Source: an optimization exercise on an open RTL-to-GDS flow (aim: small area, a short achievable clock period and few clock cycles). Production flows keep margins and buffers that such runs may drop. The RTL was checked by simulation tests, not by an equivalence proof against the original design. Power is estimated from default activity; no workload was simulated.

`flow/config.mk`:
```
export PLATFORM = sky130hd
export DESIGN_NAME = cache_controller
export DESIGN_NICKNAME = cache_controller
export VERILOG_FILES = /design/flow/design.v
export SDC_FILE = /design/flow/constraint.sdc
export NUM_CORES = 4
export LEC_CHECK = 0
export CAP_MARGIN = 20
export CORE_MARGIN = 2
export CORE_UTILIZATION = 40
export CTS_BUF_LIST = sky130_fd_sc_hd__clkbuf_16
export CTS_CLUSTER_DIAMETER = 60
export CTS_CLUSTER_SIZE = 20
export PLACE_DENSITY = 0.6
export SETUP_SLACK_MARGIN = 4.0
export SLEW_MARGIN = 20
export SYNTH_HIERARCHICAL = 1
export TNS_END_PERCENT = 5
```
`flow/constraint.sdc`:
```
create_clock -name core_clock -period 10.0 [get_ports {clk}]
set_input_delay 2.0000 -clock core_clock [delete_from_list [all_inputs] [get_ports {clk}]]
set_output_delay 2.0000 -clock core_clock [all_outputs]
set_load 0.01 [all_outputs]
```
`flow/design.v`:
```
module Cache (
    input  wire [639:0] tag_all,    
    input  wire [63:0]  valid,
    input  wire [9:0]   t,
    input  wire [3:0]   s,
    input  wire         re,         
    output wire [3:0]   hitw,
    output wire         mem_re
);
  wire [63:0] m;
  genvar q, j;
  generate
    for (q = 0; q < 64; q = q + 1) begin : mt
      wire [3:0] sq = q / 4;
      assign m[q] = valid[q] && tag_all[q*10 +: 10] == t && s == sq;
    end
    for (j = 0; j < 4; j = j + 1) begin : way
      wire [15:0] mw;
      for (q = 0; q < 16; q = q + 1) begin : st
        assign mw[q] = m[q*4+j];
      end
      assign hitw[j] = |mw;
    end
  endgenerate
  assign mem_re = re && !(|hitw);
endmodule
module cache_controller (
    input wire clk,
    input wire reset,
    input wire        cpu_re,
    input wire        cpu_we,
    input wire [15:0] cpu_addr,
    input wire [31:0] cpu_wdata,
    output wire [31:0] cpu_rdata,
    output reg         ready,
    output wire        mem_re,
    output wire        mem_we,
    output wire [13:0] mem_addr,
    output wire [31:0] mem_wdata,
    input  wire [31:0] mem_rdata
);
  localparam LINES = 64;
  function [6:0] inc7(input [6:0] a);
    integer n;
    begin
      for (n = 0; n < 7; n = n + 1)
        inc7[n] = a[n] ^ (&(a | ~({7{1'b1}} >> (7 - n))));
    end
  endfunction
  function lt8(input [7:0] a, input [7:0] b);
    integer n;
    reg r;
    begin
      r = 1'b0;
      for (n = 0; n < 8; n = n + 1)
        r = (a[n] ^ b[n]) ? b[n] : r;
      lt8 = r;
    end
  endfunction
  wire [3:0] s = cpu_addr[5:2];
  wire [9:0] t = cpu_addr[15:6];
  wire req = cpu_re | cpu_we;
  reg  [LINES-1:0] V;         
  reg  [LINES-1:0] H;         
  wire [LINES*10-1:0] tag_all;
  wire [LINES*7-1:0]  u_all;
  wire [LINES*32-1:0] data_all;
  reg        odd_v;
  reg  [5:0] odd_line;
  reg        fill_pend;
  reg  [5:0] fill_line;
  reg  [31:0] rdata_q;
  reg        rsel_mem;
  reg        p_v;             
  reg  [3:0] p_s;             
  reg  [3:0] p_w;             
  reg        p_hit;           
  reg        p_inv;           
  reg  [31:0] p_c;            
  reg  [31:0] cmin_q;         
  integer k;
  genvar i, j, q;
  function [15:0] dec16(input [3:0] a);
    integer n;
    begin
      for (n = 0; n < 16; n = n + 1) dec16[n] = (a == n);
    end
  endfunction
  function [63:0] dec64(input [5:0] a);
    integer n;
    begin
      for (n = 0; n < 64; n = n + 1) dec64[n] = (a == n);
    end
  endfunction
  wire [15:0] dec = dec16(s);
  wire [3:0] hitw;
  wire       mem_re_hit;
  Cache hit_unit (
      .tag_all(tag_all),
      .valid(V),
      .t(t),
      .s(s),
      .re(cpu_re && !reset),
      .hitw(hitw),
      .mem_re(mem_re_hit)
  );
  wire hit = |hitw;
  wire miss = !hit;
  reg  [27:0] su;
  reg  [3:0]  sh;
  always @(*) begin
    su = 28'd0;
    sh = 4'd0;
    for (k = 0; k < 16; k = k + 1) begin
      su = su | ({28{dec[k]}} & u_all[k*28 +: 28]);
      sh = sh | ({4{dec[k]}} & H[k*4 +: 4]);
    end
  end
  wire [7:0] nc [0:3];        
  wire [7:0] cs [0:3];        
  wire same = p_v && s == p_s;
  generate
    for (j = 0; j < 4; j = j + 1) begin : sway
      wire [7:0] stored = {sh[j] ? su[j*7 +: 7] : 7'd0, odd_v && odd_line == {s, j[1:0]}};
      assign cs[j] = same ? nc[j] : (p_v && !p_hit) ? 8'd0 : stored;
    end
  endgenerate
  reg  [7:0] pold;
  always @(*) begin
    pold = 8'd0;
    for (k = 0; k < 4; k = k + 1)
      if (p_w[k]) pold = pold | p_c[k*8 +: 8];
    if (p_inv) pold = 8'd0;
  end
  wire [6:0] u_new = (p_hit || pold[0]) ? inc7(pold[7:1]) : pold[7:1];
  wire       lsb_new = p_hit ? pold[0] : ~pold[0];
  wire [7:0] x [0:3];
  generate
    for (j = 0; j < 4; j = j + 1) begin : xway
      wire [7:0] pcj = p_c[j*8 +: 8];
      assign x[j] = p_w[j] ? {inc7(pcj[7:1]), pcj[0]} : pcj;
      assign nc[j] = p_hit ? x[j] : p_w[j] ? {u_new, lsb_new} : 8'd0;
    end
  endgenerate
  wire lt10 = lt8(x[1], x[0]);
  wire lt20 = lt8(x[2], x[0]);
  wire lt30 = lt8(x[3], x[0]);
  wire lt21 = lt8(x[2], x[1]);
  wire lt31 = lt8(x[3], x[1]);
  wire lt32 = lt8(x[3], x[2]);
  wire [3:0] hmin;
  assign hmin[0] = !lt10 && !lt20 && !lt30;
  assign hmin[1] = lt10 && !lt21 && !lt31;
  assign hmin[2] = lt20 && lt21 && !lt32;
  assign hmin[3] = !hmin[0] && !hmin[1] && !hmin[2];
  wire v0_wraps = !p_inv && p_c[7:0] == 8'hff;
  wire [3:0] mmin = (p_w[0] && !v0_wraps) ? 4'b0010 : 4'b0001;
  wire [3:0] pmin = p_hit ? hmin : mmin;
  wire [1:0] pmin_enc = {pmin[3] | pmin[2], pmin[3] | pmin[1]};
  wire [15:0] pdec = dec16(p_s);
  wire [LINES-1:0] psel;
  generate
    for (i = 0; i < LINES; i = i + 1) begin : pl
      assign psel[i] = p_v && pdec[i/4] && p_w[i%4];
    end
  endgenerate
  wire [3:0] sv = V[s*4 +: 4];
  wire [1:0] cm_enc = same ? pmin_enc : cmin_q[s*2 +: 2];
  wire [3:0] cmin = {cm_enc == 2'd3, cm_enc == 2'd2, cm_enc == 2'd1, cm_enc == 2'd0};
  wire [3:0] vict = !sv[0] ? 4'b0001 :
                    !sv[1] ? 4'b0010 :
                    !sv[2] ? 4'b0100 :
                    !sv[3] ? 4'b1000 : cmin;
  wire [3:0] wsel = hit ? hitw : vict;       
  wire [1:0] wenc = {wsel[3] | wsel[2], wsel[3] | wsel[1]};
  wire [5:0] line = {s, wenc};
  wire data_wr = cpu_we;                      
  wire fill_do = fill_pend && !data_wr;
  wire [31:0] wbus = data_wr ? cpu_wdata : mem_rdata;
  wire [LINES-1:0] fdec = dec64(fill_line);
  reg  [31:0] rd_arr;
  reg         fwd;
  always @(*) begin
    rd_arr = 32'd0;
    fwd = 1'b0;
    for (k = 0; k < LINES; k = k + 1) begin
      rd_arr = rd_arr | ({32{dec[k/4] & hitw[k%4]}} & data_all[k*32 +: 32]);
      fwd = fwd | (dec[k/4] & hitw[k%4] & fdec[k]);
    end
  end
  wire [31:0] rd = (fwd && fill_pend) ? mem_rdata : rd_arr;
  wire [LINES-1:0] sel;
  generate
    for (i = 0; i < LINES; i = i + 1) begin : ln
      reg [9:0]  tg;
      reg [6:0]  u;
      reg [31:0] d;
      assign sel[i] = req && dec[i/4] && wsel[i%4];
      always @(posedge clk) begin
        if (sel[i] && miss) tg <= t;
        if (psel[i]) u <= u_new;
        if ((sel[i] && data_wr) || (fill_do && fdec[i])) d <= wbus;
      end
      assign tag_all[i*10 +: 10] = tg;
      assign u_all[i*7 +: 7] = u;
      assign data_all[i*32 +: 32] = d;
    end
  endgenerate
  always @(posedge clk or posedge reset) begin
    if (reset) V <= {LINES{1'b0}};
    else if (req && miss) V <= V | sel;
  end
  always @(posedge clk) begin
    if (p_v) H <= p_hit ? (H | psel) : psel;
    if (p_v && !p_hit) odd_line <= {p_s, p_w[3] | p_w[2], p_w[3] | p_w[1]};
    if (req) begin
      p_s   <= s;
      p_w   <= wsel;
      p_hit <= hit;
      p_inv <= !(|(wsel & sv));
      p_c   <= {cs[3], cs[2], cs[1], cs[0]};
    end
    if (req && miss) cmin_q <= 32'd0;
    else if (p_v) cmin_q[p_s*2 +: 2] <= pmin_enc;
  end
  always @(posedge clk or posedge reset) begin
    if (reset) begin
      odd_v     <= 1'b0;
      fill_pend <= 1'b0;
      ready     <= 1'b0;
      p_v       <= 1'b0;
    end else begin
      ready <= req;
      p_v   <= req;
      if (p_v && !p_hit) odd_v <= lsb_new;
      if (cpu_re && miss) fill_pend <= 1'b1;
      else if (fill_do || (data_wr && line == fill_line)) fill_pend <= 1'b0;
    end
  end
  always @(posedge clk) begin
    if (cpu_re && miss) fill_line <= line;
    rdata_q  <= rd;
    rsel_mem <= cpu_re && miss;
  end
  assign cpu_rdata = rsel_mem ? mem_rdata : rdata_q;
  assign mem_re    = mem_re_hit;
  assign mem_we    = cpu_we && !reset;
  assign mem_addr  = cpu_addr[15:2];
  assign mem_wdata = cpu_wdata;
endmodule
```
`flow/run.sh`:
```
#!/bin/bash
# synth_recipe.tcl (not shown) runs the flow's synth.tcl, then flattens the netlist and writes it again
# the make line also repeats each setting of config.mk as NAME=value (left out here)
make -C /OpenROAD-flow-scripts/flow DESIGN_CONFIG=/design/flow/config.mk WORK_HOME=/design/flow/orfs CLKGATE_MAP_FILE= SYNTH_SCRIPT=/design/flow/synth_recipe.tcl finish
```
==> impl_results.md, run 1 <==
* Fin Setup TNS at 0 ns
* Vias/cell at approximately 6.7
* Unrepaired setup endpoints after global routing: true
* Critical path required time at approximately 8.0 ns
* Grt ovf at 0
* Die ar. at between 300000 and 400000 sq um
* DR iter-0 viols at approximately 15000
* Comb pwr share at a little under a tenth
* Max Slew Vio Count at 0
* Post-synthesis sequential area ratio at 76.2%
* Crit Path Category: input pin to output port
* P_leak at about 0.048 uW
* Cell Rows at 210
* Post-detail-place hpwl at 251000 microns
* P&R area growth vs syn at 14.0%
* Core ar. at 328000 sq um
* Synth top cells by count: edfxtp_1 (3254), xnor2_1 (657), a221oi_1 (565), a22o_1 (562), nand4_1 (356)
* Post-route ant nets at 0
* NetSw at between 7000 and 8000 uW
* Final wirelength at ~500000 microns
* Synth Cell Area at between 100000 and 150000 sq um
* CP Cell Sequence: buf_12, nor4_2, nand4_1, nor3_1, nor4_2, nand4_1, buf_4, buf_4, nor4_4, buf_2
* CP Capture Point: mem_re
* Worst hold path type: register to register
* Setup violations, final at 0
* Peak Freq at 147 MHz
* Via count at about 83000
* Worst VDD drop at 0.159 mV
* Worst Tran Pin Value at approximately 1.3 ns
* Worst path slowest cell: nor4_2
* Initial antenna violation count at 32
* Wire length per cell at about 40 microns
* Die Span X at between 500 and 600 microns
* Top FF cell, synth: edfxtp_1
* R2r worst-path depth at 17
* RD Place Congestion at between 0.8 and 0.9
* Worst-path clk slew at about 0.07 ns
* R2r setup slk at between 3 and 4 ns
* Worst r2r src: p_c[25]
* Critical Path Source Type: input pin
* CTS Hold Bufs at 0
* Max Root-Sink Buffers at 4
* Die height at 579 microns
* Cell Pwr Density at around 190 nW/um^2
* Number of synthesis warnings at 7
* Worst-Skew Late Latency at approximately 0.97 ns
* Tcrit/Tclk final at around 68%
* Largest net degree at the start of global routing at around 70
* CP Max Fanout at 29
* Area contributors post-synth: edfxtp_1 (74%), xnor2_1 (4.4%), a221oi_1 (3.7%), a22o_1 (3.7%), nand4_1 (1.7%)
* Residual DRC at 0
* Most instantiated library cell after synthesis: edfxtp_1
* Final hold viol count at 0
* Internal at between 20000 and 25000 uW
* Post-synthesis cell type count at around 100
* H-tree levels at 4
* EDFF count, synth at roughly 3300
* Vias in the first global route at 76000
* Setup Skew at 0.0864 ns
* Sequential fraction of design power at roughly 57%
* Maxcap violations at 0
* Setup WS pre-CTS at around 1.4 ns
* Seq cells post-synth at about 3400
* CTS Sinks at ~3400
* Syn Nets at around 7700
* Critical Path Sink Type: output port
* Slew Limit Headroom at between 15 and 20%
* Fin crit period at slightly below 7 ns
* CTS tree: built
* Setup ws final at 3.20 ns
* Critical Path Start: cpu_addr[3]
* Clock root buffer: clkbuf_16
* Critical path data arrival time at between 4 and 5 ns
* # IOs at 165
* Clock power frac at between 30 and 40%
* GR Util All Layers at 28.4%
* Initial Util at roughly two fifths
* Leading area contributor after synthesis: edfxtp_1
* Fin nets at 7971
* Status: complete, no violations
* Worst reg2reg endpoint: ln[11].d[20]
* Syn Inst Count at roughly 7600
* Tot Pwr at about 30000 uW
* Post-synth ARST share at a little under 2%
* Critical Path Max Stage Delay at approximately 0.85 ns
* First-pass GRT wire length at between 600000 and 700000 microns
* Share of the synthesized area in the top cell type at about 74%
* Num CTS Buffers at 231
* Layout cells sized above 1 at between 10 and 15%
* Total iterations of the first detailed-routing run at 6
* Net Sw Frac at 25.4%
* PortBufs at ~160
* Synthesized area per cell at around 17 sq um
-- critical path, delay by kind of cell --
kind / cells / cell delay [ns]
buffers and inverters: 4 / 0.90
AND/OR/NAND/NOR: 6 / 1.86
-- power groups by stage --
| stage | clock, uW | sequential, uW | combinational (uW) |
|---|---|---|---|
| 6_report | 9780 | 16600 | 2790 |
| 5_1_grt | 10300 | 16600 | 2890 |
| 4_1_cts | 9790 | 16600 | 2700 |
| 3_5_place_dp | 0 | 16900 | 2530 |
| 3_3_place_gp | 0 | 16900 | 2470 |
| 2_1_floorplan | 0 | 16800 | 1440 |
-- layout by cell type (no fill, tap or decap), types with 29 or more instances in the layout --
| cell type | synthesis | final |
|---|---|---|
| edfxtp_1 | 3254 | 3254 |
| xnor2_1 | 657 | 655 |
| a221oi_1 | 565 | 565 |
| a22o_1 | 562 | 562 |
| nand4_1 | 356 | 356 |
| buf_4 | 66 | 267 |
| clkbuf_16 | 0 | 236 |
| a22oi_1 | 201 | 201 |
| nand2_1 | 151 | 151 |
| clkdlybuf4s50_1 | 0 | 146 |
| nor2_1 | 163 | 137 |
| and3_1 | 116 | 92 |
| mux2_2 | 108 | 87 |
| nor3_1 | 85 | 75 |
| inv_1 | 19 | 67 |
| a21o_1 | 67 | 67 |
| dfrtp_1 | 67 | 66 |
| o22ai_4 | 0 | 64 |
| dfxtp_1 | 65 | 64 |
| buf_12 | 0 | 58 |
| nand3_1 | 45 | 45 |
| or2_2 | 41 | 41 |
| bufbuf_16 | 0 | 39 |
| a21oi_1 | 36 | 36 |
| or4_1 | 35 | 35 |
| nor2_4 | 8 | 33 |
| mux4_2 | 29 | 29 |
-- modules after synthesis, one instance, submodules excluded --
module            area [sq um]  cells  flip-flops and latches  times used
Cache                     8250   1012                       0           1
cache_controller        124000   6598                    3386           1
-- metal layers --
layer,GRT usage [%],routed length [microns],vias to the layer above
met2,42.8,215000,6946
li1,-,-,31700
met5,0,60,-
met4,11.7,24100,8
met1,39.2,182000,42900
met3,7.42,69500,1263
-- how the worst min path moves through the flow --
stage	start	to	cells after the start
floorplan	p_s[2]	odd_line[4]	0
global placement	cmin_q[17]	cmin_q[17]	2
detailed placement	cmin_q[9]	cmin_q[9]	2
CTS	cmin_q[9]	cmin_q[9]	2
global route	cmin_q[17]	cmin_q[17]	2
finish	cmin_q[9]	cmin_q[9]	2
-- what timing repair did --
| item | CTS | global route |
|---|---|---|
| setup endpoints to repair | 2326 | 1315 |
| buffers inserted | 57 | 22 |
| pin swaps | 13 | 16 |
| resized for setup | 116 | 24 |
| gates cloned | 39 | 2 |
-- per-stage QoR --
step                      std cells  instance area, sq um  utilization, %  hold slack [ns]
after global routing          12400                151000            45.9            0.505
after floorplan                7610                132000               -            0.424
final                         12400                151000            45.9            0.478
after global placement        11900                140000            42.8            0.460
after CTS                     12400                150000            45.8            0.477
after detailed placement      11900                140000            42.8            0.461
-- kinds of logic after synthesis --
| family | share of synthesized area, % |
|---|---|
| xor gates and xnor gates | 4.52 |
| and+or+nand+nor | 4.94 |
| buffers and inverters | 2.14 |
| muxes | 1.53 |
| AOI/OAI and AO/OA | 10.4 |
| DFF | 76.2 |
| adders and majority gates | 0.257 |
-- layout make-up --
class / instances / area (sq um)
Fill cell: 27600 / 177000
Sequential cell: 3386 / 101000
Multi-Input combinational cell: 3669 / 30000
Timing Repair Buffer: 556 / 6920
Clock buffer: 234 / 5860
Tap cell: 4346 / 5440
Clock inverter: 168 / 1540
Inverter: 21 / 81.3
Antenna cell: 17 / 42.5
-- state kept, by name, summed over array words and instances (netlist names) --
| signal | cells |
|---|---|
| ln.tg | 640 |
| ln.u | 448 |
| p_inv | 1 |
| rdata_q | 32 |
| V | 64 |
| p_w | 4 |
| cmin_q | 32 |
| odd_line | 6 |
| fill_pend | 1 |
| ln.d | 2048 |
| H | 64 |
| ready | 1 |
| p_c | 32 |
| rsel_mem | 1 |
| fill_line | 6 |
| p_s | 4 |
| p_hit | 1 |
| odd_v | 1 |
Testbench counts, summed over its fixed seeds: cycles 32,000.
==> run 2: changes to the inputs <==
--- a/flow/config.mk
+++ b/flow/config.mk
@@ -16,3 +16,2 @@
 export SLEW_MARGIN = 20
-export SYNTH_HIERARCHICAL = 1
 export TNS_END_PERCENT = 5
==> run 2 against run 1 <==
  * Still clean
  * Final cell count grew 3.1%
  * Die area decreased by 0.23%
  * Sequential share of layout area is 0.40 points lower
  * Combinational power about the same
  * Synthesized cell count up 3.6%
  * Sequential power barely moved
  * Flip-flop and latch count is the same
  * Setup slack improved by 0.29 ns
  * Design area increased by 0.60%
  * Wire length up 2.4%
  * Fmax up 4.4%
  * Core utilization up 0.31 points
  * Largest cell class unchanged
  * Largest power group unchanged
==> impl_results.md, run 2 <==
* Largest net degree at the start of global routing at 69 (was 72)
* Critical path required time at 8.00 ns (about the same)
* CTS Sinks at 3386 (unchanged)
* Final Hold Slack at 0.465 ns (was 0.478 ns)
* Worst Tran Pin Value at 1.25 ns (was 1.26 ns)
* Residual DRC at 0 (unchanged)
* Worst-path clk slew at 0.07 ns (about the same)
* Fin Setup TNS at 0 ns (unchanged)
* PortBufs at 162 (unchanged)
* Synth Cell Area at 132000 sq um (about the same)
* P_leak at 0.0490 uW (was 0.0477 uW)
* Fin crit period at 6.51 ns (was 6.80 ns)
* Via count at 84200 (was 82900)
* Crit Path Category: input pin to output port (unchanged)
* DR iter-0 viols at 16300 (was 15400)
* Final wirelength at 503000 microns (was 491000 microns)
* Layout cells sized above 1 at 14.2% (about the same)
* Worst Hold End: cmin_q[7] (was cmin_q[9])
* Most instantiated library cell after synthesis: edfxtp_1 (unchanged)
* Syn Inst Count at 7881 (was 7610)
* Hold path depth at 2 (unchanged)
* Cell Rows at 210 (unchanged)
* Commonest non-fill, non-tap cell in the layout: edfxtp_1 (unchanged)
* Synth top cells by count: edfxtp_1 (3254), a22oi_1 (978), xnor2_1 (658), nand2_1 (477), nand4_1 (299) (was edfxtp_1 (3254), xnor2_1 (657), a221oi_1 (565), a22o_1 (562), nand4_1 (356))
* Slew Limit Headroom at 16.8% (was 16.0%)
* Fin nets at 8365 (was 7971)
* Worst reg2reg endpoint: ln[0].d[22] (was ln[11].d[20])
* Wire length per cell at 39.3 microns (was 39.6 microns)
* Post-detail-place hpwl at 255000 microns (was 251000 microns)
* Tcrit/Tclk final at 65.1% (was 68.0%)
* Worst hold path type: register to register (unchanged)
* Vias/cell at 6.58 (was 6.69)
* CP Max Fanout at 13 (was 29)
* Setup Skew at 0.121 ns (was 0.0864 ns)
* Largest Register: ln.d (unchanged)
* Post-synth ARST share at 1.98% (unchanged)
* Clock root buffer: clkbuf_16 (unchanged)
* First-pass GRT wire length at 670000 microns (was 655000 microns)
* CTS tree: built (unchanged)
* Critical Path Source Type: input pin (unchanged)
* Largest regs: ln.d: 2048 flops, ln.tg: 640 flops, ln.u: 448 flops (unchanged)
* Largest register FFs at 2048 (unchanged)
* Core ar. at 328000 sq um (about the same)
* Max Root-Sink Buffers at 4 (unchanged)
* Synthesized area per cell at 16.7 sq um (was 17.4 sq um)
* Num CTS Buffers at 236 (was 231)
* Initial antenna violation count at 28 (was 32)
* Max Slew Vio Count at 0 (unchanged)
* R2r setup slk at 3.89 ns (was 3.83 ns)
* Die height at 578 microns (was 579 microns)
* Post-synthesis sequential area ratio at 76.4% (was 76.2%)
* EDFF count, synth at 3254 (unchanged)
* Leading area contributor after synthesis: edfxtp_1 (unchanged)
* Post-route ant nets at 0 (unchanged)
* Initial Util at 40.2% (was 40.3%)
* Grt ovf at 0 (unchanged)
* P&R area growth vs syn at 15.0% (was 14.0%)
* RD Place Congestion at 0.872 (was 0.879)
* R2r worst-path depth at 17 (unchanged)
* Worst VDD drop at 0.159 mV (about the same)
* Setup violations, final at 0 (unchanged)
* Syn Nets at 7987 (was 7716)
* # IOs at 165 (unchanged)
* GR Util All Layers at 29.3% (was 28.4%)
* Critical path data arrival time at 4.51 ns (was 4.80 ns)
* Total iterations of the first detailed-routing run at 12 (was 6)
* Placed cell areas at 141000 sq um (was 140000 sq um)
* Share of the synthesized area in the top cell type at 74.2% (was 74.0%)
* Die ar. at 334000 sq um (was 335000 sq um)
* Peak Freq at 154 MHz (was 147 MHz)
* Maxcap violations at 0 (unchanged)
* Die Span X at 578 microns (was 579 microns)
* Worst-Skew Late Latency at 1.00 ns (was 0.97 ns)
* Top FF cell, synth: edfxtp_1 (unchanged)
* Layout fillers at 27500 (was 27600)
* H-tree levels at 4 (unchanged)
* Area contributors post-synth: edfxtp_1 (74%), a22oi_1 (5.6%), xnor2_1 (4.4%), nand4_1 (1.4%), nand2_1 (1.4%) (was edfxtp_1 (74%), xnor2_1 (4.4%), a221oi_1 (3.7%), a22o_1 (3.7%), nand4_1 (1.7%))
* Number of synthesis warnings at 1 (was 7)
* Worst r2r src: p_c[1] (was p_c[25])
* Final hold viol count at 0 (unchanged)
* Post-synthesis cell type count at 92 (was 103)
* Design area at 152000 sq um (was 151000 sq um)
* Most frequent cells in the layout: edfxtp_1 (3254), a22oi_1 (978), xnor2_1 (655) (was edfxtp_1 (3254), xnor2_1 (655), a221oi_1 (565))
* Cell Pwr Density at 193 nW/um^2 (was 194 nW/um^2)
* Seq cells post-synth at 3386 (unchanged)
* Hold_sp: cmin_q[7] (was cmin_q[9])
* Status: complete, no violations (unchanged)
* Vias in the first global route at 78100 (was 76000)
* Critical Path Sink Type: output port (unchanged)
* Unrepaired setup endpoints after global routing: true (unchanged)
-- run 2: cell types whose count changed after synthesis, moves of 35 or more --
cell	change
a221oi_1	-394
a22o_1	-390
a22oi_1	+777
and3_1	-73
buf_1	+38
buf_6	-54
clkbuf_1	-106
nand2_1	+326
nand3_1	+53
nand4_1	-57
nor4_1	+120
or4_1	-35
-- run 2: timing repair --
item,in CTS,in global routing
gates resized for setup,142,3
pin swaps,22,4
buffers inserted,87,5
gates cloned,42,0
setup endpoints to repair,2628,888
hold buffers,0,0
-- run 2: per-stage QoR --
step	instances	total power, uW	utilization [%]	setup slack, ns
after floorplan	7881	18200	-	3.24
after global placement	12200	19300	43.0	1.40
after detailed placement	12200	19300	43.0	1.46
after CTS	12800	29100	46.2	3.61
after global routing	12800	29900	46.2	3.47
final	12800	29200	46.2	3.49
-- run 2: cell type report --
cell class	instances	area [sq um]	area share, %
Sequential cell	3386	101000	66.5
Multi-Input combinational cell	4001	30300	20.0
Timing Repair Buffer	605	7320	4.83
Clock buffer	238	5960	3.93
Tap cell	4346	5440	3.59
Clock inverter	168	1620	1.07
Inverter	29	114	0.0751
Antenna cell	11	27.5	0.0182
-- run 2: where the power goes --
part | switching (uW) | internal, uW | total [uW]
clock network | 5220 | 4730 | 9960
registers | 238 | 16300 | 16500
logic | 1930 | 832 | 2760
-- run 2: worst max-delay path by stage --
stage,to,cells after the start,start
floorplan,ln[44].d[10],11,cpu_addr[2]
global placement,mem_re,12,cpu_addr[4]
detailed placement,mem_re,14,cpu_addr[4]
CTS,mem_re,13,cpu_addr[9]
global route,mem_re,12,cpu_addr[11]
finish,mem_re,12,cpu_addr[4]
-- run 2: cell families after synthesis --
group | Yosys count | synth area share, %
AO/OA/AOI/OAI | 1629 | 9.57
adder cells (fa/ha/maj) | 34 | 0.303
XOR/XNOR | 670 | 4.45
flip-flops | 3386 | 76.4
multiplexers | 175 | 1.71
AND/OR/NAND/NOR | 1493 | 5.78
buffers and inverters | 494 | 1.76
-- run 2: routing by layer --
metal  vias to the layer above  track usage [%]  share of wire, %
met5                         -                0             0.032
met4                        16             12.7               5.6
met3                      1437             8.19                15
met2                      7081             44.7                44
met1                     43200             39.4                36
li1                      32400                -                 -
-- run 2: critical path: stages --
cell and delay (ns):
buf_12 0.14, buf_6 0.14, and4bb_4 0.41, nand4_1 0.13
nor3_2 0.84, nor4_1 0.09, nand2_1 0.18, or3_4 0.17
nor2_4 0.05, nand2_4 0.14, nor2_1 0.06, buf_2 0.14
==> run 3: changes to the inputs <==
--- a/flow/design.v
+++ b/flow/design.v
@@ -71,3 +71,3 @@
   reg  [5:0] fill_line;
-  reg  [31:0] rdata_q;
+  reg  [63:0] rline_q;        
   reg        rsel_mem;
@@ -180,13 +180,2 @@
   wire [LINES-1:0] fdec = dec64(fill_line);
-  reg  [31:0] rd_arr;
-  reg         fwd;
-  always @(*) begin
-    rd_arr = 32'd0;
-    fwd = 1'b0;
-    for (k = 0; k < LINES; k = k + 1) begin
-      rd_arr = rd_arr | ({32{dec[k/4] & hitw[k%4]}} & data_all[k*32 +: 32]);
-      fwd = fwd | (dec[k/4] & hitw[k%4] & fdec[k]);
-    end
-  end
-  wire [31:0] rd = (fwd && fill_pend) ? mem_rdata : rd_arr;
   wire [LINES-1:0] sel;
@@ -241,6 +230,11 @@
     if (cpu_re && miss) fill_line <= line;
-    rdata_q  <= rd;
+    rline_q  <= sel;
     rsel_mem <= cpu_re && miss;
   end
-  assign cpu_rdata = rsel_mem ? mem_rdata : rdata_q;
+  reg  [31:0] rd;
+  always @(*) begin
+    rd = 32'd0;
+    for (k = 0; k < LINES; k = k + 1) rd = rd | ({32{rline_q[k]}} & data_all[k*32 +: 32]);
+  end
+  assign cpu_rdata = rsel_mem ? mem_rdata : rd;
   assign mem_re    = mem_re_hit;
--- a/flow/config.mk
+++ b/flow/config.mk
@@ -16,2 +16,3 @@
 export SLEW_MARGIN = 20
+export SYNTH_HIERARCHICAL = 1
 export TNS_END_PERCENT = 5
==> run 3 against run 2 <==
  * Die area down 0.46%
  * Clock skew down 0.046 ns
  * Register-to-register slack worse by 0.19 ns
  * Count of clock-buffer cells in the layout down 12
  * Still clean
  * Largest cell class unchanged
==> impl_results.md, run 3 <==
* Via count at 82900 (was 84200)
* CP Max Fanout at 17 (was 13)
* Worst-path clk slew at 0.08 ns (was 0.07 ns)
* Top FF cell, synth: edfxtp_1 (unchanged)
* EDFF count, synth at 3254 (unchanged)
* Fin nets at 8111 (was 8365)
* H-tree levels at 4 (unchanged)
* Area contributors post-synth: edfxtp_1 (75%), xnor2_1 (4.4%), a22oi_1 (3.9%), a22o_1 (1.9%), a221oi_1 (1.9%) (was edfxtp_1 (74%), a22oi_1 (5.6%), xnor2_1 (4.4%), nand4_1 (1.4%), nand2_1 (1.4%))
* Synthesized area per cell at 17.2 sq um (was 16.7 sq um)
* Final Hold Slack at 0.465 ns (about the same)
* Crit Path Category: register to output port (was input pin to output port)
* Clock root buffer: clkbuf_16 (unchanged)
* Core ar. at 327000 sq um (was 328000 sq um)
* Post-synthesis cell type count at 86 (was 92)
* Unrepaired setup endpoints after global routing: true (unchanged)
* Seq cells post-synth at 3418 (was 3386)
* Tcrit/Tclk final at 65.3% (was 65.1%)
* First-pass GRT wire length at 659000 microns (was 670000 microns)
* Design area at 150000 sq um (was 152000 sq um)
* Wire length per cell at 39.2 microns (was 39.3 microns)
* Vias in the first global route at 77600 (was 78100)
* Share of the synthesized area in the top cell type at 74.5% (was 74.2%)
* P_leak at 0.0472 uW (was 0.0490 uW)
* Max Slew Vio Count at 0 (unchanged)
* Leading area contributor after synthesis: edfxtp_1 (unchanged)
* CP bufs+invs at 3 (unchanged)
* Synth Cell Area at 131000 sq um (was 132000 sq um)
* Worst VDD drop at 0.161 mV (was 0.159 mV)
* Initial antenna violation count at 23 (was 28)
* Grt ovf at 0 (unchanged)
* Num CTS Buffers at 221 (was 236)
* Worst-Skew Late Latency at 0.94 ns (was 1.00 ns)
* Post-synthesis sequential area ratio at 77.3% (was 76.4%)
* Die ar. at 332000 sq um (was 334000 sq um)
* Worst hold path type: register to register (unchanged)
* Synth top cells by count: edfxtp_1 (3254), a22oi_1 (681), xnor2_1 (664), nand4_1 (387), clkbuf_1 (299) (was edfxtp_1 (3254), a22oi_1 (978), xnor2_1 (658), nand2_1 (477), nand4_1 (299))
* Critical path data arrival time at 4.53 ns (was 4.51 ns)
* Maxcap violations at 0 (unchanged)
* Worst Tran Pin Value at 1.25 ns (about the same)
* Initial Util at 40.1% (was 40.2%)
* # IOs at 165 (unchanged)
* Commonest non-fill, non-tap cell in the layout: edfxtp_1 (unchanged)
* Critical Path Sink Type: output port (unchanged)
* CTS tree: built (unchanged)
* DR iter-0 viols at 15600 (was 16300)
* Vias/cell at 6.64 (was 6.58)
* Cell Rows at 210 (unchanged)
* Number of synthesis warnings at 7 (was 1)
* Peak Freq at 153 MHz (was 154 MHz)
* Post-detail-place hpwl at 259000 microns (was 255000 microns)
* Final hold viol count at 0 (unchanged)
* Layout cells sized above 1 at 13.8% (was 14.2%)
* Post-synth ARST share at 1.96% (was 1.98%)
* RD Place Congestion at 0.888 (was 0.872)
* Largest regs: ln.d: 2048 flops, ln.tg: 640 flops, ln.u: 448 flops (unchanged)
* Critical Path Source Type: register (was input pin)
* Setup Skew at 0.0742 ns (was 0.121 ns)
* Placed cell areas at 140000 sq um (was 141000 sq um)
* PortBufs at 162 (unchanged)
* CTS Sinks at 3418 (was 3386)
* Largest Register: ln.d (unchanged)
* Largest net degree at the start of global routing at 73 (was 69)
* Critical path required time at 8.00 ns (about the same)
* P&R area growth vs syn at 14.5% (was 15.0%)
* Largest register FFs at 2048 (unchanged)
* Most frequent cells in the layout: edfxtp_1 (3254), a22oi_1 (681), xnor2_1 (661) (was edfxtp_1 (3254), a22oi_1 (978), xnor2_1 (655))
* Max Root-Sink Buffers at 4 (unchanged)
* Most instantiated library cell after synthesis: edfxtp_1 (unchanged)
* Worst path slowest cell: dfxtp_2 (was nor3_2)
* Residual DRC at 0 (unchanged)
* Cell Pwr Density at 195 nW/um^2 (was 193 nW/um^2)
* Syn Nets at 7745 (was 7987)
* Total iterations of the first detailed-routing run at 8 (was 12)
* Setup violations, final at 0 (unchanged)
* Post-route ant nets at 0 (unchanged)
* Die Span X at 577 microns (was 578 microns)
* Syn Inst Count at 7639 (was 7881)
* Slew Limit Headroom at 16.4% (was 16.8%)
* Critical Path Max Stage Delay at 0.62 ns (was 0.84 ns)
* CP Cell Sequence: buf_4, a22oi_1, nand4_1, nor4_1, nand4_1, nor3_1, buf_4, a21oi_1, clkdlybuf4s50_1 (was buf_12, buf_6, and4bb_4, nand4_1, nor3_2, nor4_1, nand2_1, or3_4, nor2_4, nand2_4, nor2_1, buf_2)
* Fin Setup TNS at 0 ns (unchanged)
* Final wirelength at 490000 microns (was 503000 microns)
* Fin crit period at 6.53 ns (was 6.51 ns)
* CTS Hold Bufs at 0 (unchanged)
* Die height at 577 microns (was 578 microns)
* CP top delay family: buffers and inverters (was simple AND/OR/NAND/NOR gates)
* Status: complete, no violations (unchanged)
* GR Util All Layers at 28.7% (was 29.3%)
[run 3: changes by cell type in the layout (fill, tap and decap cells not counted), sizes merged, moves of 45 or more]
cell    change
a21oi      +81
a221oi    +110
a22o      +115
a22oi     -297
and2       -55
and3       +58
mux2       -96
nand2     -311
nand4      +88
nor3       +57
nor4       -89
o21ai      +45
[run 3: final cells by class]
class / instances / area, sq um
clock inverter: 118 / 985
sequential: 3418 / 101000
timing repair buffer: 615 / 7570
tap: 4346 / 5440
antenna: 14 / 35.0
inverter: 55 / 209
multi-input combinational: 3694 / 28900
fill: 27700 / 177000
clock buffer: 226 / 5660
[run 3: report_power, final]
| group | internal (uW) | switching [uW] | leakage [uW] |
|---|---|---|---|
| logic | 1030 | 2360 | 0.0124 |
| registers | 16400 | 300 | 0.0313 |
| clock network | 4330 | 4890 | 0.00339 |
| total | 21700 | 7540 | 0.0472 |
[run 3: metal layers]
metal	track usage [%]	share of wire [%]
met5	0	0.016
met4	13.3	5.8
met3	6.88	14
met2	44.5	45
met1	38.3	36
[run 3: logic make-up after synthesis]
group           synth area share (%)
flops                           77.3
xor+xnor                        4.57
compound gates                  9.96
fa+ha+maj                      0.280
simple gates                    5.14
mux                            0.736
buf+inv                         2.05
[run 3: Yosys stat by module, one instance, submodules excluded]
module            cells  area, sq um
cache_controller   6627       123000
Cache              1012         8250
[run 3: per-stage QoR]
step | utilization [%] | worst slack, ns | std cells | power (uW)
global placement | 42.8 | 1.16 | 12000 | 20000
floorplan | - | 3.73 | 7639 | 18600
finish | 46.0 | 3.47 | 12500 | 29300
global route | 45.9 | 3.54 | 12500 | 29900
CTS | 45.8 | 3.53 | 12500 | 29200
detailed placement | 42.9 | 1.27 | 12000 | 20100
[run 3: worst paths after layout]
kind,startpoint,end,slack (ns),cells past startpoint
hold / removal,cmin_q[30],cmin_q[30],0.46,2
hold reg to reg,cmin_q[30],cmin_q[30],0.46,2
min in group asynchronous,reset,V[18],1.53,2
setup reg to reg,p_c[10],ln[17].d[20],3.70,16
max in group asynchronous,reset,V[7],7.26,3
setup / recovery,rline_q[17],cpu_rdata[10],3.47,9
[run 3: tightest hold or removal path: cells and delay by family (launching register included)]
family	cells	cell delay, ns
DFF	1	0.31
and+or+nand+nor	1	0.06
AOI/OAI and AO/OA	1	0.05
[run 3: timing repair]
action,in CTS,in global routing
setup endpoints to repair,2765,2179
cloned,46,2
pin swaps,31,13
resized for setup,193,36
setup buffers,63,18
Testbench counts of run 3, summed over its fixed seeds: cycles 32,000.
==> run 4: changes to the inputs <==
--- a/flow/design.v
+++ b/flow/design.v
@@ -71,3 +71,3 @@
   reg  [5:0] fill_line;
-  reg  [63:0] rline_q;        
+  reg  [31:0] rdata_q;        
   reg        rsel_mem;
@@ -180,2 +180,19 @@
   wire [LINES-1:0] fdec = dec64(fill_line);
+  reg  [127:0] swd;
+  reg  [3:0]   sfill;
+  always @(*) begin
+    swd = 128'd0;
+    sfill = 4'd0;
+    for (k = 0; k < 16; k = k + 1) begin
+      swd = swd | ({128{dec[k]}} & data_all[k*128 +: 128]);
+      sfill = sfill | ({4{dec[k]}} & fdec[k*4 +: 4]);
+    end
+  end
+  reg  [31:0] rd_arr;
+  always @(*) begin
+    rd_arr = 32'd0;
+    for (k = 0; k < 4; k = k + 1) rd_arr = rd_arr | ({32{hitw[k]}} & swd[k*32 +: 32]);
+  end
+  wire fwd = fill_pend && |(sfill & hitw);
+  wire [31:0] rd = fwd ? mem_rdata : rd_arr;
   wire [LINES-1:0] sel;
@@ -230,11 +247,6 @@
     if (cpu_re && miss) fill_line <= line;
-    rline_q  <= sel;
+    rdata_q  <= rd;
     rsel_mem <= cpu_re && miss;
   end
-  reg  [31:0] rd;
-  always @(*) begin
-    rd = 32'd0;
-    for (k = 0; k < LINES; k = k + 1) rd = rd | ({32{rline_q[k]}} & data_all[k*32 +: 32]);
-  end
-  assign cpu_rdata = rsel_mem ? mem_rdata : rd;
+  assign cpu_rdata = rsel_mem ? mem_rdata : rdata_q;
   assign mem_re    = mem_re_hit;
==> run 4 against run 3 <==
  * Critical path type is now input pin to output port
  * Largest cell class unchanged
  * Core utilization decreased by 0.23 points
  * Register-to-register slack improved by 0.43 ns
  * Highest routed layer unchanged
  * Largest power group unchanged
  * Fmax increased by 3.9%
==> impl_results.md, run 4 <==
* Critical Path Start: cpu_addr[4] (was rline_q[17])
* R2r worst-path depth at 10 (was 16)
* Design area at 150000 sq um (about the same)
* Comb pwr share at 9.7% (was 11.6%)
* Peak Freq at 159 MHz (was 153 MHz)
* Worst-path clk slew at 0.08 ns (about the same)
* Post-route ant nets at 0 (unchanged)
* GR Util All Layers at 23.7% (was 28.7%)
* Status: complete, no violations (unchanged)
* Maxcap violations at 0 (unchanged)
* Critical path required time at 8.00 ns (about the same)
* Final hold viol count at 0 (unchanged)
* Worst r2r src: p_w[0] (was p_c[10])
* Post-synthesis sequential area ratio at 76.4% (was 77.3%)
* Syn Nets at 7855 (was 7745)
* Synth top cells by count: edfxtp_1 (3254), a22oi_1 (875), xnor2_1 (661), nand4_1 (381), clkbuf_1 (287) (was edfxtp_1 (3254), a22oi_1 (681), xnor2_1 (664), nand4_1 (387), clkbuf_1 (299))
* Largest net degree at the start of global routing at 87 (was 73)
* Post-synthesis cell type count at 88 (was 86)
* NetSw at 7250 uW (was 7540 uW)
* Layout fillers at 27500 (was 27700)
* Residual DRC at 0 (unchanged)
* Synth Cell Area at 132000 sq um (was 131000 sq um)
* Worst Tran Pin Value at 1.25 ns (about the same)
* Wire length per cell at 32.5 microns (was 39.2 microns)
* Synthesized area per cell at 17.0 sq um (was 17.2 sq um)
* Layout cells sized above 1 at 12.9% (was 13.8%)
* CP Max Fanout at 3 (was 17)
* Most instantiated library cell after synthesis: edfxtp_1 (unchanged)
* Net Sw Frac at 24.9% (was 25.8%)
* Area of the multi-input gates at 29700 sq um (was 28900 sq um)
* Xor/xnor cell area share of the yosys netlist at 4.55% (was 4.57%)
* Num CTS Buffers at 230 (was 221)
* Initial Util at 40.2% (was 40.1%)
* Max Root-Sink Buffers at 4 (unchanged)
* Leading area contributor after synthesis: edfxtp_1 (unchanged)
* Number of synthesis warnings at 7 (unchanged)
* Initial antenna violation count at 12 (was 23)
* First-pass GRT wire length at 569000 microns (was 659000 microns)
* Setup violations, final at 0 (unchanged)
* Internal at 21800 uW (was 21700 uW)
* Worst hold path type: register to register (unchanged)
* Fin crit period at 6.28 ns (was 6.53 ns)
* Simple-gate share of the synthesized area at 5.00% (was 5.14%)
* P_leak at 0.0467 uW (was 0.0472 uW)
* CTS Hold Bufs at 0 (unchanged)
* Clock root buffer: clkbuf_16 (unchanged)
* Max Slew Vio Count at 0 (unchanged)
* Core ar. at 328000 sq um (was 327000 sq um)
* PortBufs at 162 (unchanged)
* Hold path depth at 2 (unchanged)
* Largest family of logic cells by synthesized area: compound AO/OA/AOI/OAI gates (unchanged)
* Vias/cell at 6.20 (was 6.64)
* Seq cells post-synth at 3386 (was 3418)
* Hold_sp: cmin_q[15] (was cmin_q[30])
* Largest Register: ln.d (unchanged)
* Most frequent cells in the layout: edfxtp_1 (3254), a22oi_1 (875), xnor2_1 (658) (was edfxtp_1 (3254), a22oi_1 (681), xnor2_1 (661))
* Worst VDD drop at 0.159 mV (was 0.161 mV)
* Worst-Skew Late Latency at 0.98 ns (was 0.94 ns)
* Total iterations of the first detailed-routing run at 6 (was 8)
* Slew Limit Headroom at 15.6% (was 16.4%)
* CTS tree: built (unchanged)
* Largest regs: ln.d: 2048 flops, ln.tg: 640 flops, ln.u: 448 flops (unchanged)
* Sequential fraction of design power at 56.8% (was 56.9%)
* Post-detail-place hpwl at 211000 microns (was 259000 microns)
* EDFF count, synth at 3254 (unchanged)
* Vias in the first global route at 73900 (was 77600)
* P&R area growth vs syn at 13.7% (was 14.5%)
* Synthesized-area fraction occupied by adder cells at 0.310% (was 0.280%)
* Share of the synthesized area in the top cell type at 74.2% (was 74.5%)
* Setup Skew at 0.110 ns (was 0.0742 ns)
* Critical path data arrival time at 4.28 ns (was 4.53 ns)
* # IOs at 165 (unchanged)
* Critical Path Source Type: input pin (was register)
* Final Hold Slack at 0.477 ns (was 0.465 ns)
* Unrepaired setup endpoints after global routing: true (unchanged)
* Cell Pwr Density at 194 nW/um^2 (was 195 nW/um^2)
* Die height at 578 microns (was 577 microns)
* Die Span X at 578 microns (was 577 microns)
* Final core occ at 45.7% (was 46.0%)
* RD Place Congestion at 0.828 (was 0.888)
* DR iter-0 viols at 11000 (was 15600)
* Final wirelength at 406000 microns (was 490000 microns)
* Grt ovf at 0 (unchanged)
* Commonest non-fill, non-tap cell in the layout: edfxtp_1 (unchanged)
* Seq. cell area at 101000 sq um (about the same)
* Fin Setup TNS at 0 ns (unchanged)
* Met2 wire length at 192000 microns (was 219000 microns)
* CTS Sinks at 3386 (was 3418)
* Multiplexer area fraction after synthesis at 1.73% (was 0.736%)
* WL met3 at 39400 microns (was 68600 microns)
* Via count at 77500 (was 82900)
* Critical Path Sink Type: output port (unchanged)
* Cell Rows at 210 (unchanged)
* H-tree levels at 4 (unchanged)
* Clock power frac at 33.5% (was 31.5%)
* Crit Path Category: input pin to output port (was register to output port)
* Placed cell areas at 140000 sq um (about the same)
* Die ar. at 334000 sq um (was 332000 sq um)
* Top FF cell, synth: edfxtp_1 (unchanged)
* Fin nets at 8093 (was 8111)
* Post-synth ARST share at 1.98% (was 1.96%)
* Syn Inst Count at 7748 (was 7639)
* Largest register FFs at 2048 (unchanged)
* Synth Area in Compound Gates at 9.92% (was 9.96%)
* Tcrit/Tclk final at 62.8% (was 65.3%)
* Area contributors post-synth: edfxtp_1 (74%), a22oi_1 (5.0%), xnor2_1 (4.4%), nand4_1 (1.8%), a221oi_1 (1.4%) (was edfxtp_1 (75%), xnor2_1 (4.4%), a22oi_1 (3.9%), a22o_1 (1.9%), a221oi_1 (1.9%))
* M1 wire length at 161000 microns (was 174000 microns)
* Max Used Layer: met5 (unchanged)
## run 4: final timing paths
| path | to | slack (ns) |
|---|---|---|
| min | cmin_q[15] | 0.48 |
| min reg2reg | cmin_q[15] | 0.48 |
| max | mem_re | 3.72 |
| max in group asynchronous | V[9] | 7.06 |
| min in group asynchronous | V[4] | 1.63 |
| max reg2reg | ln[12].tg[3] | 4.13 |
## run 4: power by group through the flow
stage / clock network [uW] / logic [uW] / registers (uW)
2_1_floorplan: 0 / 1570 / 16700
6_report: 9750 / 2810 / 16500
4_1_cts: 9860 / 2760 / 16500
3_5_place_dp: 0 / 2620 / 16800
5_1_grt: 10400 / 2950 / 16600
3_3_place_gp: 0 / 2560 / 16800
## run 4: critical path: stages
cell	delay, ns
buf_16	0.12
buf_12	0.14
nor4b_1	0.19
buf_4	0.18
nand4_1	0.11
nor3_1	0.09
or4_4	0.49
nor4_4	0.20
nand3_4	0.12
nor4_4	0.42
buf_2	0.21
## run 4: cell families (layout without fill, tap and decap cells)
| logic type | count (synthesis) | in the layout |
|---|---|---|
| and+or+nand+nor | 1194 | 1194 |
| AOI/OAI and AO/OA | 1738 | 1738 |
| adders and majority gates | 35 | 35 |
| muxes | 176 | 176 |
| other | 0 | 2 |
| DFF | 3386 | 3386 |
| xor gates and xnor gates | 683 | 683 |
| buffers and inverters | 536 | 935 |
## run 4: per-module statistics from Yosys (local to each module, per instance)
module	cell area [sq um]	cells inside	flip-flops and latches	copies in the design
Cache	8250	1012	0	1
cache_controller	124000	6736	3386	1
## run 4: final cells by class
cell class              instances  area share [%]
flip-flops and latches       3386            67.2
repair buffers                513            4.30
multi-input cells            3826            19.8
inverters                      29          0.0735
well taps                    4346            3.63
diodes                          2         0.00334
clock buffers                 234            3.91
clock inverters               159            1.08
## run 4: what timing repair did
item / in CTS / in global routing
resized for setup: 133 / 18
gates cloned: 33 / 3
endpoints found under the setup margin: 2089 / 550
setup buffers: 33 / 27
hold endpoints to repair: 0 / 0
pin swaps: 22 / 10
## run 4: per-stage QoR
step / setup slack [ns] / instances / power, uW
2_1_floorplan: 3.34 / 7748 / 18300
3_3_place_gp: 1.93 / 12000 / 19400
3_5_place_dp: 1.97 / 12000 / 19500
4_1_cts: 3.63 / 12500 / 29100
5_1_grt: 3.63 / 12500 / 29900
6_report: 3.72 / 12500 / 29100
## run 4: metal layers
| metal | GRT usage (%) | up-vias |
|---|---|---|
| met3 | 3.52 | 670 |
| li1 | - | 31800 |
| met5 | 0 | - |
| met1 | 33.0 | 40400 |
| met4 | 7.37 | 6 |
| met2 | 38.5 | 4533 |
Testbench counts of run 4, summed over its fixed seeds: cycles 32,000.
==> run 5: changes to the inputs <==
--- a/flow/config.mk
+++ b/flow/config.mk
@@ -13,3 +13,3 @@
 export CTS_CLUSTER_SIZE = 20
-export PLACE_DENSITY = 0.6
+export PLACE_DENSITY = 0.65
 export SETUP_SLACK_MARGIN = 4.0
==> run 5 against run 4 <==
  * Critical path depth grew 2
  * Sequential share of layout area is 0.28 points higher
  * Total power is 2.8% lower
  * Non-clock buffer count up 40
  * Area after synthesis unchanged
  * Setup slack worse by 0.12 ns
  * Highest routed layer unchanged
  * Clock power fell by 8.4%
  * Clock skew decreased by 0.0012 ns
==> impl_results.md, run 5 <==
* # IOs at 165 (unchanged)
* DR iter-0 viols at 11500 (was 11000)
* Max Root-Sink Buffers at 4 (unchanged)
* Num CTS Buffers at 217 (was 230)
* Worst-Skew Late Latency at 0.95 ns (was 0.98 ns)
* R2r setup slk at 3.94 ns (was 4.13 ns)
* CP Max Fanout at 10 (was 3)
* Worst Tran Pin Value at 1.30 ns (was 1.25 ns)
* Critical path required time at 8.00 ns (about the same)
* Final core occ at 45.5% (was 45.7%)
* Fin Setup TNS at 0 ns (unchanged)
* Clock power frac at 31.6% (was 33.5%)
* Largest regs: ln.d: 2048 flops, ln.tg: 640 flops, ln.u: 448 flops (unchanged)
* Layout cells sized above 1 at 12.7% (was 12.9%)
* Worst-path clk slew at 0.08 ns (about the same)
* Critical Path Source Type: input pin (unchanged)
* Commonest non-fill, non-tap cell in the layout: edfxtp_1 (unchanged)
* Post-synthesis sequential area ratio at 76.4% (unchanged)
* PortBufs at 162 (unchanged)
* Synth top cells by count: edfxtp_1 (3254), a22oi_1 (875), xnor2_1 (661), nand4_1 (381), clkbuf_1 (287) (unchanged)
* Post-synthesis cell type count at 88 (unchanged)
* Slew Limit Headroom at 12.6% (was 15.6%)
* Fin crit period at 6.40 ns (was 6.28 ns)
* Top FF cell, synth: edfxtp_1 (unchanged)
* Largest net degree at the start of global routing at 93 (was 87)
* GR Util All Layers at 23.3% (was 23.7%)
* R2r worst-path depth at 10 (unchanged)
* CTS Sinks at 3386 (unchanged)
* Vias/cell at 6.24 (was 6.20)
* Unrepaired setup endpoints after global routing: true (unchanged)
* RD Place Congestion at 0.856 (was 0.828)
* Leading area contributor after synthesis: edfxtp_1 (unchanged)
* Critical path data arrival time at 4.40 ns (was 4.28 ns)
* Most frequent cells in the layout: edfxtp_1 (3254), a22oi_1 (875), xnor2_1 (656) (was edfxtp_1 (3254), a22oi_1 (875), xnor2_1 (658))
* Initial Util at 40.2% (unchanged)
* Die Span X at 578 microns (unchanged)
* Worst hold path type: register to register (unchanged)
* Fin nets at 8120 (was 8093)
* Most instantiated library cell after synthesis: edfxtp_1 (unchanged)
* Via count at 77900 (was 77500)
* Area contributors post-synth: edfxtp_1 (74%), a22oi_1 (5.0%), xnor2_1 (4.4%), nand4_1 (1.8%), a221oi_1 (1.4%) (unchanged)
* P_leak at 0.0466 uW (was 0.0467 uW)
* Tcrit/Tclk final at 64.0% (was 62.8%)
* Cell Rows at 210 (unchanged)
* Design area at 149000 sq um (was 150000 sq um)
* Grt ovf at 0 (unchanged)
* Final hold viol count at 0 (unchanged)
* Core ar. at 328000 sq um (unchanged)
* Residual DRC at 0 (unchanged)
* Setup Skew at 0.109 ns (was 0.110 ns)
* Max Slew Vio Count at 0 (unchanged)
* Net Sw Frac at 24.6% (was 24.9%)
* Peak Freq at 156 MHz (was 159 MHz)
* Die ar. at 334000 sq um (unchanged)
* Die height at 578 microns (unchanged)
* Post-synth ARST share at 1.98% (unchanged)
* Internal at 21300 uW (was 21800 uW)
* Seq cells post-synth at 3386 (unchanged)
* Placed cell areas at 139000 sq um (was 140000 sq um)
* Share of the synthesized area in the top cell type at 74.2% (unchanged)
* H-tree levels at 4 (unchanged)
* Status: complete, no violations (unchanged)
* First-pass GRT wire length at 562000 microns (was 569000 microns)
* NetSw at 6940 uW (was 7250 uW)
* Post-detail-place hpwl at 210000 microns (was 211000 microns)
* Tot Pwr at 28300 uW (was 29100 uW)
* Largest register FFs at 2048 (unchanged)
* Seq. cell area at 101000 sq um (unchanged)
* P&R area growth vs syn at 13.2% (was 13.7%)
* CTS tree: built (unchanged)
* Syn Nets at 7855 (unchanged)
* Worst Hold End: cmin_q[7] (was cmin_q[15])
* Worst reg2reg endpoint: ln[56].tg[8] (was ln[12].tg[3])
* Syn Inst Count at 7748 (unchanged)
* EDFF count, synth at 3254 (unchanged)
* Setup violations, final at 0 (unchanged)
* Initial antenna violation count at 12 (unchanged)
* Area of the multi-input gates at 29700 sq um (about the same)
* Number of synthesis warnings at 7 (unchanged)
* Worst r2r src: p_w[0] (unchanged)
* Comb pwr share at 10.0% (was 9.7%)
* Cell Pwr Density at 189 nW/um^2 (was 194 nW/um^2)
* CTS Hold Bufs at 0 (unchanged)
* Final wirelength at 399000 microns (was 406000 microns)
* Critical Path Sink Type: output port (unchanged)
* Synthesized area per cell at 17.0 sq um (unchanged)
* Clock root buffer: clkbuf_16 (unchanged)
* Maxcap violations at 0 (unchanged)
* Layout fillers at 27500 (about the same)
* Synth Cell Area at 132000 sq um (unchanged)
* Vias in the first global route at 75200 (was 73900)
* Sequential fraction of design power at 58.4% (was 56.8%)
* Hold_sp: cmin_q[7] (was cmin_q[15])
* Hold path depth at 2 (unchanged)
* Total iterations of the first detailed-routing run at 8 (was 6)
* Worst VDD drop at 0.161 mV (was 0.159 mV)
* Largest Register: ln.d (unchanged)
* Wire length per cell at 32.0 microns (was 32.5 microns)
* Final Hold Slack at 0.471 ns (was 0.477 ns)
* Post-route ant nets at 0 (unchanged)
* Crit Path Category: input pin to output port (unchanged)
==> run 5: cell counts after synthesis <==
No cell type changed its count.
==> run 5: metal layers <==
layer	vias up	GRT usage [%]	part of all wire (%)
met5	-	0	0.012
met4	6	8.45	4.0
met3	770	3.70	11
met2	4981	37.7	47
met1	40400	31.8	38
li1	31800	-	-
==> run 5: repair_timing <==
action | in CTS | in global routing
gates resized for setup | 168 | 14
setup buffers | 46 | 55
setup endpoints to repair | 2755 | 1301
endpoints found under the hold margin | 0 | 0
pin swaps | 19 | 12
gates cloned | 41 | 3
==> run 5: per-module statistics from Yosys (local to each module, per instance) <==
| module | times used | flip-flops and latches | cells inside |
|---|---|---|---|
| Cache | 1 | 0 | 1012 |
| cache_controller | 1 | 3386 | 6736 |
==> run 5: cells by family after synthesis <==
kind of cell | after synthesis | share of synthesized area [%]
flip-flops | 3386 | 76.4
AO/OA/AOI/OAI | 1738 | 9.92
AND/OR/NAND/NOR | 1194 | 5.00
XOR/XNOR | 683 | 4.55
buffers and inverters | 536 | 2.06
multiplexers | 176 | 1.73
adder cells (fa/ha/maj) | 35 | 0.310
==> run 5: worst max-delay path: stages <==
cell     delay (ns)
buf_16         0.15
buf_16         0.15
buf_4          0.15
buf_4          0.13
xnor2_1        0.11
nand4_1        0.11
nor3_2         0.09
nor4_1         0.27
nand4_1        0.15
buf_6          0.17
or3_4          0.37
nor4_4         0.31
buf_2          0.21
==> run 5: how the worst max path moves through the flow <==
stage | from | to
after floorplan | cpu_addr[2] | ln[3].d[0]
after global placement | cpu_addr[2] | ln[1].tg[3]
after detailed placement | cpu_addr[5] | ln[1].tg[4]
after CTS | cpu_addr[3] | mem_re
after global routing | cpu_addr[8] | mem_re
final | cpu_addr[8] | mem_re
==> run 5: metrics by stage <==
step           worst slack, ns  cells
2_1_floorplan             3.34   7748
3_3_place_gp              1.81  12000
3_5_place_dp              1.69  12000
4_1_cts                   3.67  12400
5_1_grt                   3.56  12500
6_report                  3.60  12500
==> run 5: power by group through the flow <==
stage               combinational (uW)  clock (uW)  sequential (uW)
floorplan                         1570           0            16700
global placement                  2500           0            16800
detailed placement                2570           0            16800
CTS                               2750        8980            16500
global route                      2960        9480            16600
finish                            2820        8930            16500
==> run 5: final cells by class <==
| type | count | share of cell area [%] |
|---|---|---|
| Multi-Input combinational cell | 3826 | 19.9 |
| Clock inverter | 121 | 0.637 |
| Timing Repair Buffer | 553 | 4.52 |
| Clock buffer | 220 | 3.69 |
| Inverter | 29 | 0.0738 |
| Tap cell | 4346 | 3.64 |
| Sequential cell | 3386 | 67.5 |
| Antenna cell | 7 | 0.0117 |
==> run 6: changes to the inputs <==
--- a/flow/config.mk
+++ b/flow/config.mk
@@ -9,3 +9,3 @@
 export CORE_MARGIN = 2
-export CORE_UTILIZATION = 40
+export CORE_UTILIZATION = 46
 export CTS_BUF_LIST = sky130_fd_sc_hd__clkbuf_16
@@ -13,3 +13,3 @@
 export CTS_CLUSTER_SIZE = 20
-export PLACE_DENSITY = 0.65
+export PLACE_DENSITY = 0.62
 export SETUP_SLACK_MARGIN = 4.0
==> run 6 against run 5 <==
  * Clock power up 5.8%
  * Flip-flop and latch count unchanged
  * First-iteration DRC count down 1.0%
  * Die area down 13%
  * Still clean
  * Critical path depth down 2
  * Hold slack worse by 0.014 ns
  * Register-to-register slack better by 0.32 ns
  * Final cell count down 3.6%
  * Via count up 0.51%
  * Area after synthesis unchanged
==> impl_results.md, run 6 <==
* Initial Util at 46.2% (was 40.2%)
* Synth top cells by count: edfxtp_1 (3254), a22oi_1 (875), xnor2_1 (661), nand4_1 (381), clkbuf_1 (287) (unchanged)
* Share of the synthesized area in the top cell type at 74.2% (unchanged)
* # IOs at 165 (unchanged)
* Final hold viol count at 0 (unchanged)
* Max Root-Sink Buffers at 4 (unchanged)
* P_leak at 0.0474 uW (was 0.0466 uW)
* Critical path data arrival time at 4.42 ns (was 4.40 ns)
* Seq cells post-synth at 3386 (unchanged)
* Layout cells sized above 1 at 14.0% (was 12.7%)
* GR Util All Layers at 27.0% (was 23.3%)
* Critical Path Sink Type: output port (unchanged)
* Num CTS Buffers at 224 (was 217)
* DR iter-0 viols at 11400 (was 11500)
* Setup Skew at 0.0694 ns (was 0.109 ns)
* Initial antenna violation count at 16 (was 12)
* Wire length per cell at 33.9 microns (was 32.0 microns)
* Setup violations, final at 0 (unchanged)
* Synth Cell Area at 132000 sq um (unchanged)
* Worst Tran Pin Value at 1.17 ns (was 1.30 ns)
* H-tree levels at 4 (unchanged)
* Die height at 539 microns (was 578 microns)
* Via count at 78300 (was 77900)
* CP Max Fanout at 8 (was 10)
* Leading area contributor after synthesis: edfxtp_1 (unchanged)
* Critical Path Start: cpu_addr[7] (was cpu_addr[8])
* Crit Path Category: input pin to output port (unchanged)
* Area contributors post-synth: edfxtp_1 (74%), a22oi_1 (5.0%), xnor2_1 (4.4%), nand4_1 (1.8%), a221oi_1 (1.4%) (unchanged)
* Grt ovf at 0 (unchanged)
* R2r worst-path depth at 13 (was 10)
* Largest register FFs at 2048 (unchanged)
* Setup WS pre-CTS at 1.66 ns (was 1.69 ns)
* CP top delay family: simple AND/OR/NAND/NOR gates (unchanged)
* Worst path slowest cell: or3_4 (unchanged)
* CP bufs+invs at 4 (was 6)
* RD Place Congestion at 0.837 (was 0.856)
* Core ar. at 285000 sq um (was 328000 sq um)
* PortBufs at 162 (unchanged)
* EDFF count, synth at 3254 (unchanged)
* Peak Freq at 156 MHz (about the same)
* Critical path required time at 8.00 ns (about the same)
* Synthesized area per cell at 17.0 sq um (unchanged)
* Final wirelength at 408000 microns (was 399000 microns)
* Final core occ at 52.7% (was 45.5%)
* Hold_sp: cmin_q[15] (was cmin_q[7])
* Cell Pwr Density at 192 nW/um^2 (was 189 nW/um^2)
* Cell Rows at 196 (was 210)
* Largest Register: ln.d (unchanged)
* Layout fillers at 22500 (was 27500)
* Vias/cell at 6.50 (was 6.24)
* Worst reg2reg endpoint: ln[21].d[25] (was ln[56].tg[8])
* Fin crit period at 6.42 ns (was 6.40 ns)
* Fin nets at 8225 (was 8120)
* Critical Path Source Type: input pin (unchanged)
* Design area at 150000 sq um (was 149000 sq um)
* Worst r2r src: p_w[0] (unchanged)
* Setup ws final at 3.58 ns (was 3.60 ns)
* Largest regs: ln.d: 2048 flops, ln.tg: 640 flops, ln.u: 448 flops (unchanged)
* Post-synth ARST share at 1.98% (unchanged)
* Largest net degree at the start of global routing at 90 (was 93)
* Slew Limit Headroom at 22.0% (was 12.6%)
* Post-synthesis sequential area ratio at 76.4% (unchanged)
* Max Slew Vio Count at 0 (unchanged)
* Worst hold path type: register to register (unchanged)
* Worst Hold End: cmin_q[15] (was cmin_q[7])
* CTS Sinks at 3386 (unchanged)
* Fin Setup TNS at 0 ns (unchanged)
* Most instantiated library cell after synthesis: edfxtp_1 (unchanged)
* Post-route ant nets at 0 (unchanged)
* First-pass GRT wire length at 565000 microns (was 562000 microns)
* Maxcap violations at 0 (unchanged)
* Syn Inst Count at 7748 (unchanged)
* CP most frequent cell: buf_16
* Die ar. at 291000 sq um (was 334000 sq um)
* Syn Nets at 7855 (unchanged)
* Worst-Skew Late Latency at 0.94 ns (was 0.95 ns)
* CTS tree: built (unchanged)
* CTS Hold Bufs at 0 (unchanged)
* R2r setup slk at 4.26 ns (was 3.94 ns)
* Total iterations of the first detailed-routing run at 6 (was 8)
* Status: complete, no violations (unchanged)
* Residual DRC at 0 (unchanged)
* P&R area growth vs syn at 13.9% (was 13.2%)
* Commonest non-fill, non-tap cell in the layout: edfxtp_1 (unchanged)
* Hold path depth at 2 (unchanged)
* Die Span X at 539 microns (was 578 microns)
* Critical Path Max Stage Delay at 0.40 ns (was 0.37 ns)
* Placed cell areas at 139000 sq um (about the same)
* Tcrit/Tclk final at 64.2% (was 64.0%)
* Layout Cells excl Fill at 12000 (was 12500)
* Clock root buffer: clkbuf_16 (unchanged)
* CP Cell Sequence: buf_16, buf_16, clkbuf_8, xnor2_1, nand4_1, nor3_1, nor4_1, nand2_1, or3_4, nor4_4, buf_2 (was buf_16, buf_16, buf_4, buf_4, xnor2_1, nand4_1, nor3_2, nor4_1, nand4_1, buf_6, or3_4, nor4_4, buf_2)
* Number of synthesis warnings at 7 (unchanged)
* Most frequent cells in the layout: edfxtp_1 (3254), a22oi_1 (875), xnor2_1 (655) (was edfxtp_1 (3254), a22oi_1 (875), xnor2_1 (656))
* Worst VDD drop at 0.139 mV (was 0.161 mV)
* Worst-path clk slew at 0.08 ns (about the same)
* DP Cell Count at 11400 (was 12000)
* Post-synthesis cell type count at 88 (unchanged)
* Top FF cell, synth: edfxtp_1 (unchanged)
* Vias in the first global route at 74900 (was 75200)
* Unrepaired setup endpoints after global routing: true (unchanged)
* Post-detail-place hpwl at 208000 microns (was 210000 microns)
## run 6: changes by cell type in the layout (fill, tap and decap cells not counted), sizes merged
cell / before / now
buf: 366 / 456
clkbuf: 223 / 251
clkinv: 31 / 51
bufbuf: 38 / 27
inv: 106 / 110
diode: 7 / 5
bufinv: 5 / 14
## run 6: worst max path at each step
| stage | endpoint | cells past startpoint |
|---|---|---|
| after CTS | mem_re | 10 |
| final | mem_re | 11 |
| after floorplan | ln[3].d[0] | 10 |
| after global routing | mem_re | 11 |
| after detailed placement | ln[9].d[11] | 15 |
| after global placement | ln[25].d[28] | 15 |
## run 6: cell type report
type / count / area [sq um] / area share (%)
Multi-Input combinational cell: 3826 / 29700 / 19.8
Inverter: 29 / 110 / 0.0734
Clock inverter: 154 / 1350 / 0.901
Timing Repair Buffer: 651 / 7740 / 5.15
Antenna cell: 5 / 12.5 / 0.00834
Clock buffer: 229 / 5730 / 3.82
Sequential cell: 3386 / 101000 / 67.1
Tap cell: 3762 / 4710 / 3.14
## run 6: logic make-up (layout without fill, tap and decap cells)
logic type	count (synthesis)	count (layout)	synth area share, %
adders and majority gates	35	35	0.310
muxes	176	176	1.73
xor gates and xnor gates	683	683	4.55
DFF	3386	3386	76.4
AOI/OAI and AO/OA	1738	1738	9.92
buffers and inverters	536	1063	2.06
and+or+nand+nor	1194	1194	5.00
other	0	5	0
## run 6: per-layer routing
| metal | wire length (microns) | track usage (%) | vias to the layer above | share of wire (%) |
|---|---|---|---|---|
| met2 | 190000 | 42.8 | 4899 | 47 |
| met5 | 59 | 0 | - | 0.014 |
| met1 | 159000 | 38.0 | 40600 | 39 |
| met3 | 44900 | 4.88 | 753 | 11 |
| met4 | 14200 | 8.54 | 8 | 3.5 |
| li1 | - | - | 32100 | - |
## run 6: timing repair
item                                    in CTS  in global routing
pin swaps                                   15                 33
endpoints found under the setup margin    2602               1066
resized for setup                          117                 51
buffers inserted                            20                140
gates cloned                                29                 20
## run 6: worst reg2reg max path, cell delays in order (launching register included)
cell       delay (ns)
edfxtp_1         0.77
ha_1             0.61
and3b_1          0.19
o22ai_1          0.10
maj3_1           0.36
o2111ai_1        0.44
a31oi_1          0.21
o31ai_1          0.30
nand4b_1         0.26
a211o_1          0.39
o41a_2           0.54
buf_4            0.34
o22ai_4          0.16
buf_4            0.71
## run 6: modules after synthesis, one instance, submodules excluded
module / flip-flops and latches / cells inside / copies in the design
cache_controller: 3386 / 6736 / 1
Cache: 0 / 1012 / 1
## run 6: metrics by stage
step	hold slack, ns	total power (uW)
2_1_floorplan	0.433	18300
3_3_place_gp	0.442	19400
3_5_place_dp	0.449	19500
4_1_cts	0.461	28800
5_1_grt	0.490	29600
6_report	0.457	28900
## run 6: power breakdown
| group | switching, uW | internal [uW] | leakage, uW |
|---|---|---|---|
| clock network | 4880 | 4570 | 0.00366 |
| logic | 1970 | 911 | 0.0128 |
| registers | 256 | 16300 | 0.0310 |

==> afterwards: timing with drivers on the ports <==
Ports are ideal in the flow. The routed layouts listed here were re-timed in OpenROAD.
Step 1 assumes that a clkbuf_16 drives the clock port and a buf_2 every other input.
Step 2 also shifts input and output timing later by t, the mid clock arrival at the registers, as if the neighbouring blocks saw the same clock.
a / b / c = ideal / step 1 / step 2; a / b = the first two.
| run | t (ns) | setup slack, ns | worst slew at a driven data input, ns |
|---|---|---|---|
| run 1 | 1.041 | 3.204 / 3.028 / 2.122 | 0.25 |
| run 2 | 1.033 | 3.491 / 3.229 / 2.640 | 0.30 |
| run 3 | 0.999 | 3.470 / 3.251 / 2.574 | 0.34 |
| run 4 | 1.035 | 3.717 / 3.491 / 2.792 | 0.31 |
| run 5 | 1.002 | 3.599 / 3.378 / 2.759 | 0.29 |
| run 6 | 1.013 | 3.583 / 3.307 / 2.570 | 0.36 |
After both steps every run listed still meets setup and hold. The setup slack of run 1, which loses most, moves by -0.176 ns with the drivers and by -1.082 ns with both steps.
